From an optimization exercise on the open Yosys and OpenROAD flow, aimed at small area and a short achievable clock period; shortcuts taken in it are not production practice.
Only simulation tests tie the RTL to the original design; equivalence was not proved.

==> design/flow/constraint.sdc <==
create_clock -name core_clock -period 37.0 [get_ports {clk}]
set_input_delay 7.4000 -clock core_clock [delete_from_list [all_inputs] [get_ports {clk}]]
set_output_delay 7.4000 -clock core_clock [all_outputs]
set_load 0.01 [all_outputs]
==> design/flow/design.v <==
module FPU_normalize (
    input [24:0] src,
    output [22:0] result,
    output [4:0] shifted
);
wire [24:0] layer_0 = src;
wire [24:0] layer_1 = layer_0[24:9]  == 0 ? { layer_0[8:0], 16'd0 } : layer_0;
wire [24:0] layer_2 = layer_1[24:17] == 0 ? { layer_1[16:0], 8'd0 } : layer_1;
wire [24:0] layer_3 = layer_2[24:21] == 0 ? { layer_2[20:0], 4'd0 } : layer_2;
wire [24:0] layer_4 = layer_3[24:23] == 0 ? { layer_3[22:0], 2'd0 } : layer_3;
wire [22:0] layer_5 = layer_4[24]    == 0 ? layer_4[22:0] : layer_4[23:1];
assign result = layer_5;
assign shifted = { layer_0[24:9] == 0, layer_1[24:17] == 0, layer_2[24:21] == 0, layer_3[24:23] == 0, layer_4[24] == 0 };
endmodule
module FPU_CAL (clk, s1, s2, s3, A, B, sel, round_mode, error, over_flow, Y);
input clk, s1, s2, s3;
input [31:0] A, B;
input [1:0] sel;
input round_mode;
output error, over_flow;
output [31:15] Y;
localparam [30:0] INF = 31'b11111111_00000000000000000000000;
wire is_add = ~sel[1];
wire is_mul = sel == 2'b10;
wire is_div = sel == 2'b11;
wire S1 = A[31], S2 = B[31];
wire [7:0] E1 = A[30:23], E2 = B[30:23];
wire [22:0] M1 = A[22:0], M2 = B[22:0];
wire [23:0] X = {1'b1, M1};
wire [23:0] Yb = {1'b1, M2};
reg [26:0] SR, CR;	 
reg cin_r;		 
reg [8:0] QP, QN;	 
reg abig_r;
function [31:0] csa_s(input [31:0] a, input [31:0] b, input [31:0] c);
	csa_s = a ^ b ^ c;
endfunction
function [31:0] csa_c(input [31:0] a, input [31:0] b, input [31:0] c);
	csa_c = {(a[30:0] & b[30:0]) | (a[30:0] & c[30:0]) | (b[30:0] & c[30:0]), 1'b0};
endfunction
wire [5:0] chunk = s1 ? Yb[5:0] : s2 ? Yb[11:6] : s3 ? Yb[17:12] : Yb[23:18];
wire [5:0] mb = chunk & {6{is_mul}};
wire [31:0] pp0 = mb[0] ? {8'b0, X}      : 32'b0;
wire [31:0] pp1 = mb[1] ? {7'b0, X, 1'b0} : 32'b0;
wire [31:0] pp2 = mb[2] ? {6'b0, X, 2'b0} : 32'b0;
wire [31:0] pp3 = mb[3] ? {5'b0, X, 3'b0} : 32'b0;
wire [31:0] pp4 = mb[4] ? {4'b0, X, 4'b0} : 32'b0;
wire [31:0] pp5 = mb[5] ? {3'b0, X, 5'b0} : 32'b0;
wire [31:0] TS = s1 ? 32'b0 : {7'b0, SR[24:0]};
wire [31:0] TC = s1 ? 32'b0 : {7'b0, CR[24:0]};
wire tcin = ~s1 & cin_r;
wire [31:0] sa = csa_s(pp0, pp1, pp2);
wire [31:0] ca = csa_c(pp0, pp1, pp2) | {31'b0, tcin};
wire [31:0] sb = csa_s(pp3, pp4, pp5);
wire [31:0] cb = csa_c(pp3, pp4, pp5);
wire [31:0] sc = csa_s(TS, TC, sa);
wire [31:0] cc = csa_c(TS, TC, sa);
wire [31:0] sd = csa_s(ca, sb, cb);
wire [31:0] cd = csa_c(ca, sb, cb);
wire [31:0] se = csa_s(sc, cc, sd);
wire [31:0] ce = csa_c(sc, cc, sd);
wire [31:0] MS = csa_s(se, ce, cd);
wire [31:0] MC = csa_c(se, ce, cd);
wire [6:0] low = MS[5:0] + MC[5:0];
wire [30:0] R = MS[30:0] + MC[30:0];
wire [24:0] D2 = {Yb, 1'b0};
wire [26:0] dS0 = s1 ? {2'b00, X, 1'b1} : SR;
wire [26:0] dC0 = s1 ? ~{2'b00, D2} : CR;
function [55:0] srt_step(input [26:0] S, input [26:0] C, input [24:0] D);
	reg [3:0] e;
	reg qp, qn;
	reg [26:0] ad, S2, C2, Sn, Cn;
	begin
		e = S[26:23] + C[26:23];
		qp = ~e[3];
		qn = e[3] & ~(&e);
		ad = qp ? ~{2'b00, D} : (qn ? {2'b00, D} : 27'b0);
		S2 = {S[25:0], 1'b0};
		C2 = {C[25:0], 1'b0};
		Sn = S2 ^ C2 ^ ad;
		Cn = {(S2[25:0] & C2[25:0]) | (S2[25:0] & ad[25:0]) | (C2[25:0] & ad[25:0]), qp};
		srt_step = {qp, qn, Sn, Cn};
	end
endfunction
wire [55:0] st1 = srt_step(dS0, dC0, D2);
wire [55:0] st2 = srt_step(st1[53:27], st1[26:0], D2);
wire [55:0] st3 = srt_step(st2[53:27], st2[26:0], D2);
wire abig = A[30:0] > B[30:0];
wire [7:0] Eb = abig ? E1 : E2;
wire [7:0] Es = abig ? E2 : E1;
wire [22:0] Mb = abig ? M1 : M2;
wire [22:0] Ms = abig ? M2 : M1;
wire [7:0] shamt = Eb - Es;
wire [24:0] sml = {2'b01, Ms} >> shamt;
wire eff_sub = S1 ^ S2 ^ sel[0];
always @(posedge clk) begin
	if (is_mul) begin
		SR <= {2'b00, MS[30:6]};
		CR <= {2'b00, MC[30:6]};
		cin_r <= low[6];
	end
	else if (is_div) begin
		SR <= st3[53:27];
		CR <= st3[26:0];
		cin_r <= 1'b0;
	end
	else if (s1) begin
		SR <= {4'b0001, Mb};
		CR <= {2'b00, eff_sub ? ~sml : sml};
		cin_r <= eff_sub;
	end
	else begin
		SR <= {2'b00, R[24:0]};
		CR <= 27'b0;
		cin_r <= 1'b0;
	end
	QP <= {QP[5:0], st1[55], st2[55], st3[55]};
	QN <= {QN[5:0], st1[54], st2[54], st3[54]};
	if (s1) abig_r <= abig;
end
wire [24:0] M_sum = SR[24:0];
wire [22:0] nres;
wire [4:0] shifted;
FPU_normalize fpu_normalize(M_sum, nres, shifted);
wire [7:0] Emax = abig_r ? E1 : E2;
wire S_add = S1 ^ (~abig_r & eff_sub);
wire [8:0] E_add = {1'b0, Emax} - shifted + 1'b1;
wire add_zero = (M_sum == 25'b0) || ({1'b0, Emax} < {4'b0, shifted});
wire add_nan = (A[30:0] == INF) && (B[30:0] == INF) && eff_sub;
wire P47 = R[29];
wire [8:0] E_mul = {1'b0, E1} + {1'b0, E2} - 9'd127 + P47;
wire [7:0] m_mul = P47 ? R[28:21] : R[27:20];
wire [1:0] r_mul = P47 ? R[21:20] : R[20:19];
wire mul_nan = ((E1 == 8'b0) && (B[30:0] == INF)) || ((A[30:0] == INF) && (E2 == 8'b0));
wire mul_inf = (A[30:0] == INF) || (B[30:0] == INF);
wire mul_zero = (E1 == 8'b0) || (E2 == 8'b0) || ({1'b0, E1} + {1'b0, E2} < 9'd127);
wire [55:0] st4 = srt_step(SR, CR, D2);
wire [26:0] wsum = st4[53:27] + st4[26:0];
wire neg = wsum[26];
wire [10:0] Q10 = {1'b1, QP, st4[55]} - {1'b0, QN, st4[54]} - neg;
wire [8:0] E_div0 = {1'b0, E1} - {1'b0, E2} + 9'd127;
wire [8:0] E_div = E_div0 - {8'b0, ~Q10[10]};
wire [7:0] m_div = Q10[10] ? Q10[9:2] : Q10[8:1];
wire [1:0] r_div = Q10[10] ? Q10[2:1] : Q10[1:0];
wire div_nan = ((A[30:0] == INF) && (B[30:0] == INF)) || ((E1 == 8'b0) && (E2 == 8'b0));
wire div_inf = (E2 == 8'b0);
wire div_zero = (E1 <= E2 - 8'b0111_1111);
wire S_md = S1 ^ S2;
reg [31:15] Yo;
reg err_o, ovf_o;
wire [7:0] mant = is_add ? nres[22:15] : is_mul ? m_mul : m_div;
wire [1:0] rbits = is_add ? M_sum[15:14] : is_mul ? r_mul : r_div;
wire [8:0] Ef = is_add ? E_add : is_mul ? E_mul : E_div;
wire sgn = is_add ? S_add : S_md;
wire [7:0] mant_r = mant + {7'b0, (rbits == 2'b11) & ~round_mode};
always @(*) begin
	err_o = 1'b0;
	ovf_o = 1'b0;
	Yo = {sgn, Ef[7:0], mant_r};
	if (is_add) begin
		if (add_nan) begin
			Yo = 17'h0ff80; err_o = 1'b1;
		end else if (add_zero) begin
			Yo = 17'b0;
		end else if (Ef >= 9'd255) begin
			Yo = {sgn, 8'hff, 8'h00}; ovf_o = 1'b1;
		end
	end else begin
		if (is_mul ? mul_nan : div_nan) begin
			Yo = 17'h0ff80; err_o = 1'b1;
		end else if (is_mul ? mul_inf : div_inf) begin
			Yo = {sgn, 8'hff, 8'h00}; ovf_o = 1'b1;
		end else if (is_mul ? mul_zero : div_zero) begin
			Yo = {sgn, 16'b0};
		end else if (Ef >= 9'd255) begin
			Yo = {sgn, 8'hff, 8'h00}; ovf_o = 1'b1;
		end else if (Ef == 9'd0) begin
			Yo = {sgn, 16'b0};
		end
	end
end
assign Y = Yo;
assign error = err_o;
assign over_flow = ovf_o;
endmodule
module FPU(clk, reset, A, B, sel, round_mode, start, error, over_flow, Y);
input clk, reset;
input [31:0] A, B;
input [1:0] sel;
input round_mode, start;
output reg error, over_flow;
output [31:0] Y;
reg s1, s2, s3, s4;
always @(posedge clk, negedge reset) begin
	if (~reset) {s1, s2, s3, s4} <= 4'b0;
	else        {s1, s2, s3, s4} <= {start, s1, s2, s3};
end
wire busy = s1 | s2 | s3;
reg [31:0] A_r, B_r;
reg [1:0] sel_r;
reg rnd_r;
always @(posedge clk) begin
	if (~busy) begin
		A_r <= A;
		B_r <= B;
		sel_r <= sel;
		rnd_r <= round_mode;
	end
end
wire [31:15] Y_n;
wire error_n, over_flow_n;
FPU_CAL fpu_cal(clk, s1, s2, s3, A_r, B_r, sel_r, rnd_r, error_n, over_flow_n, Y_n);
reg [31:15] Y_r;
always @(posedge clk) begin
	if (s4) begin
		Y_r <= Y_n;
		error <= error_n;
		over_flow <= over_flow_n;
	end
end
assign Y = {Y_r, 15'b0};
endmodule
==> design/flow/config.mk <==
export PLATFORM = sky130hd
export DESIGN_NAME = FPU
export DESIGN_NICKNAME = FPU
export VERILOG_FILES = /design/flow/design.v
export SDC_FILE = /design/flow/constraint.sdc
export NUM_CORES = 4
export LEC_CHECK = 0
export CAP_MARGIN = 20
export CORE_MARGIN = 2
export CORE_UTILIZATION = 40
export SLEW_MARGIN = 20
==> design/flow/run.sh <==
#!/bin/bash
# synth_recipe.tcl (not shown) runs the flow's synth.tcl, then flattens the netlist and writes it again
# the make line also repeats each setting of config.mk as NAME=value (left out here)
make -C /OpenROAD-flow-scripts/flow DESIGN_CONFIG=/design/flow/config.mk WORK_HOME=/design/flow/orfs CLKGATE_MAP_FILE= SYNTH_SCRIPT=/design/flow/synth_recipe.tcl finish
==> out/qor.yml, run 1 <==
status: "finished clean"
final.period_utilization_pct: 32.15
drive_gt1_share_pct: 6.422
min_to: "fpu_cal.QP[8]$_DFF_P_"
dp_hpwl_um: 77400
syn_to_final_growth_pct: 9.490
clk_latency_ps: 510
final_nets: 3435
cts_setup_buffers: 0
cp_num_buf_inv: 4
final_cell_mix: "inv_1, nand2_1, fa_1"
die_y_um: 251.9
critPathRequiredTime_ps: 37250
htreeDepth: 4
maxCapViolCount: 0
critPathMaxStageDelay_ps: 660
synthAdderAreaFrac_pct: 29.64
coreArea_sq_um: 60580
netlist.area_leader.share_pct: 20.03
ys_top_cells_by_area: "fa_1, edfxtp_1, ha_1"
antenna_found_initial: 1
holdBufCountCts: 0
cts_tree: "built"
holdCritStartpoint: "fpu_cal.QP[5]$_DFF_P_"
end_kind: "flip-flop"
grt_pass1_wl_um: 145900
slowest_stage: "xor2_1"
track_usage_pct: 31.29
synth_cells: 2923
pin_count: 104
cts-root-buf: "clkbuf_16"
fin_tns_setup_ps: 0
muxShareOfSynthArea_pct: 7.220
drc: 0
path_clk_slew_ps: 80
fin_skew_ps: 18.19
place_ws_ps: 25350
synth_simple_gate_area_share_pct: 15.91
critical-path-top-delay-family: "compound AO/OA/AOI/OAI gates"
fmax_ghz: 0.08406
cts_resized: 0
critPathMaxFanout: 27
clk_path_buf_depth: 2
start_util_pct: 40.59
whs_path_depth: 0
grt_max_degree: 68
fin_ws_ps: 25100
start_kind: "flip-flop"
yosysSeqAreaShare_pct: 16.97
fillers: 5961
placementRows: 90
avgRoutedWirePerCell_um: 26.54
synth_compound_area_share_pct: 17.97
crit-reg2reg-launch: "fpu_cal.SR[24]$_SDFF_PP0_"
rsz0062_at_grt: "no"
ys.warnings.count: 2
worstPathArrival_ps: 12150
finalSetupViolations: 0
path_class: "reg2reg"
netlist_area_sq_um: 24590
synth.avg_cell_area_sq_um: 8.413
die_area_sq_um: 63470
synth_xor_area_share_pct: 2.488
relSlewSlack_pct: 19.54
min_path_type: "reg2reg"
ant_nets: 0
grt_pass1_vias: 22370
overflow: 0
synth_cell_types: 96
wl_um: 98870
regToRegSetupSlack_ps: 25100
synth_edf_count: 87
first_pass_iters: 6
place.gp.congestion: 1.081
hold_viol_final: 0
die-width_um: 251.9
diodes: 0
fin_crit_ps: 11900
cts_sinks: 164
ys.flop_type: "edfxtp_1"
cp.depth: 49
synth-seq-cells: 164
cts_buffers: 17
rr_endpoint: "Y_r[22]$_DFFE_PP_"
synth_area_leader_cell: "fa_1"
slew_violations: 0
ff2ff_path_depth: 49
first_iter_violations: 2710
vias_per_cell: 6.100
tightest_slew_ps: 1197
numPortBuffers: 88
synth_top_family_by_area: "adder cells"
synthArstFlopShare_pct: 2.439
layout_commonest_cell: "inv_1"
vias: 22720
-- metal layers --
| metal | global-route usage [%] | routed length [um] | vias to the layer above |
|---|---|---|---|
| met4 | 17.68 | 6378 | 2 |
| met2 | 47.62 | 42600 | 1340 |
| met5 | 0 | 13 | - |
| met1 | 41.64 | 40520 | 11120 |
| li1 | - | - | 9960 |
| met3 | 6.108 | 9354 | 297 |
-- cell usage after synthesis (16+ instances only) --
library cell	count
inv_1	431
nand2_1	256
fa_1	246
a21oi_1	212
nor2_1	212
ha_1	189
o21ai_0	158
clkbuf_1	122
edfxtp_1	87
and2_1	86
mux2i_1	84
dfxtp_1	73
a21o_1	50
xnor2_1	48
nor2b_1	39
a31oi_1	36
nor3_1	36
a211oi_1	35
mux4_2	35
nand3_1	35
nor4_1	29
o211ai_1	27
nand4_1	25
buf_1	21
and3_1	20
xor2_1	20
or3_1	18
nand2b_1	17
buf_2	16
buf_4	16
o21a_1	16
-- worst max-delay path by stage --
stage | startpoint | to | slack [ps]
2_1_floorplan | fpu_cal.SR[24]$_SDFF_PP0_ | Y_r[22]$_DFFE_PP_ | 26990
3_3_place_gp | s1$_DFF_PN0_ | fpu_cal.SR[5]$_DFF_P_ | 25580
3_5_place_dp | s1$_DFF_PN0_ | fpu_cal.SR[5]$_DFF_P_ | 25350
4_1_cts | fpu_cal.SR[24]$_SDFF_PP0_ | Y_r[22]$_DFFE_PP_ | 25280
5_1_grt | fpu_cal.SR[24]$_SDFF_PP0_ | Y_r[22]$_DFFE_PP_ | 24250
6_report | fpu_cal.SR[24]$_SDFF_PP0_ | Y_r[22]$_DFFE_PP_ | 25100
-- worst reg2reg max path, delay by kind of cell, from the launching register on --
family,cells,cell delay (ps)
flops,1,540
xor+xnor,3,950
fa+ha+maj,9,3280
simple gates,10,1490
buf+inv,4,850
compound gates,22,4410
mux,1,150
-- cell type report --
| type | count | area (sq um) | share of cell area, % |
|---|---|---|---|
| clock inverter | 15 | 178.9 | 0.6646 |
| clock buffer | 17 | 425.4 | 1.580 |
| inverter | 441 | 1655 | 6.148 |
| multi-input combinational | 2156 | 18160 | 67.46 |
| sequential | 164 | 4178 | 15.52 |
| tap | 782 | 978.4 | 3.634 |
| timing repair buffer | 150 | 1346 | 5.000 |
-- cell families after synthesis --
kind of cell	after synthesis
AOI/OAI and AO/OA	692
and+or+nand+nor	813
buffers and inverters	617
xor gates and xnor gates	69
DFF	164
muxes	132
other	1
adders and majority gates	435
-- flip-flops by register name (all words and copies together), names as in the netlist --
signal,flops
fpu_cal.SR,27
error,1
fpu_cal.CR,27
fpu_cal.abig_r,1
sel_r,2
rnd_r,1
s1,1
fpu_cal.cin_r,1
Y_r,17
fpu_cal.QN,9
s3,1
s2,1
B_r,32
over_flow,1
A_r,32
s4,1
fpu_cal.QP,9
-- through the flow --
stage / instances / instance area, sq um / hold WS (ps) / util, %
2_1_floorplan: 2937 / 24640 / 330.8 / -
3_3_place_gp: 3693 / 26310 / 342.9 / 43.43
3_5_place_dp: 3693 / 26310 / 341.6 / 43.43
4_1_cts: 3725 / 26920 / 348.8 / 44.43
5_1_grt: 3725 / 26920 / 356.0 / 44.44
6_report: 3725 / 26920 / 346.4 / 44.44
==> inputs of run 2 (changes only) <==
--- a/design/flow/config.mk
+++ b/design/flow/config.mk
@@ -6,4 +6,5 @@
 export NUM_CORES = 4
 export LEC_CHECK = 0
+export ABC_AREA = 1
 export CAP_MARGIN = 20
 export CORE_MARGIN = 2
==> run 2 against run 1 <==
  * Die area decreased by 1.8%
  * Final area shrank 2.3%
  * Worst setup slack better by 460 ps
  * Clock-buffer cell count increased by 1
  * Flip-flop and latch count unchanged
  * Highest routed layer is now met4
==> out/qor.yml, run 2 <==
clk_latency_ps: 520  # about the same
layout_commonest_cell: "nand2_1"
antenna_found_initial: 1  # unchanged
synth.avg_cell_area_sq_um: 7.205  # -14%
grt_max_degree: 57  # -16%
synthArstFlopShare_pct: 2.439  # unchanged
holdWs_ps: 350.5  # +4.162 ps
grt_pass1_vias: 22820  # +2.0%
synth_cells: 3351  # +15%
tightest_slew_ps: 1077  # -120.1 ps
min_path_type: "reg2reg"
fin_crit_ps: 11440  # -455.5 ps
ys.flop_type: "edfxtp_1"
crit_top_cell: "nand2_1"
cts_sinks: 164  # unchanged
netlist.area_leader.share_pct: 20.40  # +0.37 points
track_usage_pct: 30.85  # -0.44 points
final.period_utilization_pct: 30.92  # -1.2 points
die-width_um: 249.7  # -0.90%
first_pass_iters: 8  # +2
critPathMaxFanout: 26  # -3.7%
end_kind: "flip-flop"
holdBufCountCts: 0  # unchanged
reg_top3: "A_r (32), B_r (32)"
wl_met2_um: 41330  # -3.0%
start_kind: "flip-flop"
wl_met3_um: 8754  # -6.4%
relSlewSlack_pct: 28.15  # +8.6 points
netlist_area_sq_um: 24140  # -1.8%
coreArea_sq_um: 60020  # -0.93%
synth_edf_count: 87  # unchanged
wl_um: 95380  # -3.5%
synth-seq-cells: 164  # unchanged
synth_cell_types: 66  # -31%
cts_resized: 0  # unchanged
maxCapViolCount: 0  # unchanged
top_layer: "met4"
yosysMostFrequentCell: "nand2_1"
critPathMaxStageDelay_ps: 870  # +210 ps
fin_tns_setup_ps: 0  # unchanged
vias_per_cell: 5.623  # -7.8%
ys.warnings.count: 2  # unchanged
dp_hpwl_um: 76130  # -1.6%
place.gp.congestion: 1.054  # -2.5%
crit-reg2reg-launch: "fpu_cal.SR[24]$_SDFF_PP0_"
crit_start: "fpu_cal.SR[24]$_SDFF_PP0_"
path_class: "reg2reg"
ff2ff_path_depth: 58  # +18%
pin_count: 104  # unchanged
m1WireLength_um: 39280  # -3.1%
vias: 23390  # +2.9%
fmax_ghz: 0.08740  # +4.0%
die_area_sq_um: 62340  # -1.8%
avgRoutedWirePerCell_um: 22.93  # -14%
synth_area_leader_cell: "fa_1"
cts_buffers: 17  # unchanged
critPathRequiredTime_ps: 37260  # about the same
finalSetupViolations: 0  # unchanged
drive_gt1_share_pct: 4.858  # -1.6 points
whs_path_depth: 0  # unchanged
final_nets: 3868  # +13%
yosysSeqAreaShare_pct: 17.29  # +0.31 points
placementRows: 90  # unchanged
slowest_stage: "nor2_2"
grt_pass1_wl_um: 143400  # -1.7%
final_cell_mix: "nand2_1, inv_1, o21ai_0"
path_clk_slew_ps: 90  # about the same
overflow: 0  # unchanged
start_util_pct: 40.23  # -0.36 points
hold_viol_final: 0  # unchanged
synth_commonest_cells: "nand2_1, inv_1, o21ai_0"
die_y_um: 249.7  # -0.90%
numPortBuffers: 88  # unchanged
syn_to_final_growth_pct: 8.919
cts_tree: "built"
worstPathArrival_ps: 11700  # -450 ps
first_iter_violations: 2559  # -5.6%
slew_violations: 0  # unchanged
htreeDepth: 4  # unchanged
rsz0062_at_grt: "no"
cts-root-buf: "clkbuf_16"
fin_skew_ps: 20.79  # +2.603 ps
drc: 0  # unchanged
clk_path_buf_depth: 2  # unchanged
holdCritStartpoint: "fpu_cal.QP[3]$_DFF_P_"
status: "finished clean"
ys_top_cells_by_area: "fa_1, edfxtp_1, nand2_1"
ant_nets: 0  # unchanged
cts_setup_buffers: 0  # unchanged
## run 2: cell count changes in the layout (fill, tap and decap cells not counted), sizes merged, moves of 39 or more
cell | previous run | this run
a21o | 50 | 5
a21oi | 212 | 141
and2 | 87 | 2
inv | 447 | 606
mux2i | 84 | 0
nand2 | 256 | 701
nand3 | 35 | 232
nand4 | 25 | 71
nor2 | 212 | 291
nor2b | 39 | 0
o21ai | 162 | 303
## run 2: layer usage
metal | up-vias | GRT usage, %
met4 | 0 | 17.21
met5 | - | 0
li1 | 10730 | -
met2 | 1204 | 46.84
met1 | 11190 | 41.15
met3 | 260 | 6.049
## run 2: area by class of cell
| class | count | area (sq um) |
|---|---|---|
| Clock buffer | 18 | 450.4 |
| Multi-Input combinational cell | 2441 | 17080 |
| Sequential cell | 164 | 4175 |
| Inverter | 617 | 2321 |
| Tap cell | 782 | 978.4 |
| Clock inverter | 14 | 152.6 |
| Antenna cell | 1 | 2.502 |
| Fill cell | 6311 | 33720 |
| Timing Repair Buffer | 122 | 1136 |
## run 2: worst paths after layout
kind / end / slack (ps)
min reg2reg: fpu_cal.QP[6]$_DFF_P_ / 350
max: Y_r[20]$_DFFE_PP_ / 25560
max reg2reg: Y_r[20]$_DFFE_PP_ / 25560
min in group asynchronous: s2$_DFF_PN0_ / 7100
max in group asynchronous: s1$_DFF_PN0_ / 29700
min: fpu_cal.QP[6]$_DFF_P_ / 350
## run 2: cells by family after synthesis
logic type	share of synthesized area, %
adder cells (fa/ha/maj)	30.19
buffers and inverters	12.36
XOR/XNOR	2.291
AO/OA/AOI/OAI	12.95
AND/OR/NAND/NOR	24.91
flip-flops	17.29
other	0.01553
## run 2: per-stage QoR
step	area (sq um)	instances	util, %	setup WS, ps
global route	26290	4158	43.81	24530
CTS	26290	4158	43.81	25610
finish	26300	4159	43.81	25560
detailed placement	25690	4126	42.80	25670
floorplan	24200	3365	-	27630
global placement	25690	4126	42.80	25770
## run 2: worst max-delay path: cells and delay by family (launching register included)
family / cells / cell delay, ps
AOI/OAI and AO/OA: 16 / 2370
xor gates and xnor gates: 1 / 190
and+or+nand+nor: 25 / 4230
adders and majority gates: 9 / 2960
DFF: 1 / 390
buffers and inverters: 7 / 970

==> port drivers added, routing unchanged <==
No port has a modelled driver above. Below, the same layouts with a new extraction and two added sets of constraints.
Step 1: set_driving_cell puts a clkbuf_16 on clk and a buf_2 on each other input, an assumption about the parent block.
Step 2 times the ports against the registers' clock, not the clock port: input delays grow and output delays shrink by t, the midpoint of the rising clock arrivals with the driver on.
Three values: ideal, step 1, step 2; two values: the first two.
run	t, ns	setup slack, ns	worst setup path after step 2	latest minus earliest clock arrival (ns)
run 1	0.569	25.103 / 25.103 / 25.103	register to register	0.018 / 0.018
run 2	0.573	25.559 / 25.559 / 25.559	register to register	0.021 / 0.021
After both steps every run listed still meets setup and hold.
